From an optimization exercise on the open Yosys and OpenROAD flow, aimed at small area and a short achievable clock period; shortcuts taken in it are not production practice. In this exercise RTL edits were held to simulation tests only and were not proved equivalent to the original. Power is estimated from default activity; no workload was simulated.

==> flow/design.v (excerpt) <==
module OnboardTop(
    input   [15:0]  SW,
    output  [15:0]  LED,
    input           RST,
    input           JB_TCK,
    input           JB_TMS,
    input           JB_TDI,
    output          JB_TDO,
    output          JA_1,
    output          JA_2,
    output          JA_3,
    output          JA_4,
    output          JA_5,
    output          JC_1,
    output          JC_2,
    output          JC_3,
    output          JC_4
    );
For scale: ~8500 cells after synthesis, ~46 I/O pins.
clock: 7.0 ns
lec_check: 0
abc_area: 1
cap_margin: 20
core_margin: 2
core_utilization: 60
cts_cluster_diameter: 80
cts_cluster_size: 30
setup_slack_margin: 4.0
slew_margin: 20
run.sh (not shown) runs the stock make flow with config.mk's settings and CLKGATE_MAP_FILE= SYNTH_SCRIPT=/design/flow/synth_recipe.tcl, a recipe that flattens the netlist after the stock synthesis.
==> next run, changes <==
- CORE_UTILIZATION: 60 -> 70
After rerunning: Utilization rose by 9.7 points. Wire length decreases by 3.3%. Clock-buffer cell count decreases by 17. Synthesized area is unchanged. Global-route usage climbs by 4.7 points. Power is lower by 2.5%. Non-clock buffer count decreases by 31. Sequential power barely changes. Design area fell by 1.5%. Setup slack gets better by 0.0078 ns. Combinational power drops by about 2%.
==> next run, changes <==
- CORE_UTILIZATION: 70 -> 80
Outcome: Die area falls by roughly a tenth. Worst setup slack is worse by 0.035 ns. Register-to-register slack is worse by 0.03 ns. Final cell count falls slightly.
==> next run, changes <==
==> flow/flow/run.sh (new file) <==
#!/bin/bash
# Layout flow: the standard flow (standard.sh), except that synthesis runs
# flow/hybrid_synth.tcl instead of synth_recipe.tcl. hybrid_synth.tcl is the
# standard synthesis with the memory read tree mapped by ABC's speed script;
# the registers, their names and cell types are those of the standard
# synthesis (ABC runs after flip-flop mapping and maps only logic).
set -euo pipefail
here=$(pwd)
cp flow/hybrid_synth.tcl "$here/hybrid_synth.tcl"
sed "s#SYNTH_SCRIPT=[^ ]*#SYNTH_SCRIPT=$here/hybrid_synth.tcl#" standard.sh > hybrid_standard.sh
grep -q "SYNTH_SCRIPT=$here/hybrid_synth.tcl" hybrid_standard.sh
bash hybrid_standard.sh > flow.log 2>&1
==> flow/flow/hybrid_synth.tcl (new file) <==
proc synth {args} { yosys synth -nofsm -noshare {*}$args }
proc abc {args} {
  set i [lsearch -exact $args -script]
  set speed_args [lreplace $args [expr {$i+1}] [expr {$i+1}] $::env(SCRIPTS_DIR)/abc_speed.script]
  yosys select -set rdcone {c:rdq*} {%ci1:+[D]} {%ci*:-sky130_fd_sc_hd__dfxtp_1:-sky130_fd_sc_hd__edfxtp_1}
  yosys select -set rdgates {@rdcone} {t:$_*} {%i}
  yosys abc {*}$speed_args {@rdgates}
  yosys abc {*}$args
}
source $::env(SCRIPTS_DIR)/synth.tcl
# left out here: clear keep_hierarchy, flatten, clean up, hide names made inside functions, write 1_2_yosys.v
==> flow/standard.sh (new file) <==
#!/bin/bash
# synth_recipe.tcl (not shown) runs the flow's synth.tcl, then flattens the netlist and writes it again
# the make line also repeats each setting of config.mk as NAME=value (left out here)
make -C /OpenROAD-flow-scripts/flow DESIGN_CONFIG=/design/flow/config.mk WORK_HOME=/design/flow/orfs CLKGATE_MAP_FILE= SYNTH_SCRIPT=/design/flow/synth_recipe.tcl "${@:-finish}"
- CORE_UTILIZATION: 80 -> 70
- SETUP_SLACK_MARGIN: 4.0 -> 4.2
removed: flow/run.sh
Effect:
- The new run ran to the end with no violations
- sequential share of layout area came out lower by 0.35 points
- wire length climbs by about 7%
- first-iteration DRC count decreases by about 11%
- cell count drops by 3.8%
- maximum frequency is lower by about 4%
- critical path depth is unchanged
- count of clock-buffer cells in the layout grows by 1
- setup slack loses 0.13 ns
- total power increases by about 7%
==> next run, changes <==
==> flow/run.sh (new file) <==
#!/bin/bash
# synth_recipe.tcl (not shown) runs the flow's synth.tcl, then flattens the netlist and writes it again
# the make line also repeats each setting of config.mk as NAME=value (left out here)
make -C /OpenROAD-flow-scripts/flow DESIGN_CONFIG=/design/flow/config.mk WORK_HOME=/design/flow/orfs CLKGATE_MAP_FILE= SYNTH_SCRIPT=/design/flow/synth_recipe.tcl finish
removed: flow/flow/run.sh
removed: flow/flow/hybrid_synth.tcl
removed: flow/standard.sh
=> Design area is higher by about 0.7%; cell count is higher by about 6.4%; via count is lower by 0.39%; critical path depth is lower by 3; wire length is lower by about 5%; power is lower by 5.3%; global-route usage is lower by 3.1 points.

-- separate check: timing with driven ports --
In the flow no input, the clock included, has a driving cell. The finished layouts below were timed again as built, in two steps.
Step 1 assumes that a clkbuf_16 drives the clock port and a buf_2 every other input.
Step 2 adds t to the input delays and takes it off the output delays; t is the mean of the earliest and latest rising clock arrival at the registers after step 1. Input paths then give back, and output paths get back, about the clock's delay inside the block.
Slacks: no drivers / after step 1 / after step 2; pairs: no drivers / after step 1.
run	shift t [ns]	setup slack, ns	worst setup path after step 2
the first run	0.829	3.816 / 3.765 / 3.025	input to register
the second run	0.792	3.823 / 3.794 / 3.322	input to register
the third run	0.794	3.789 / 3.771 / 3.213	input to register
the fourth run	0.817	3.655 / 3.655 / 3.498	input to register
the fifth run	0.814	3.854 / 3.777 / 3.493	input to register
After both steps every run listed still meets setup and hold. For the first run, which loses most, drivers alone change the setup slack by -0.051 ns; drivers and shift together by -0.791 ns.
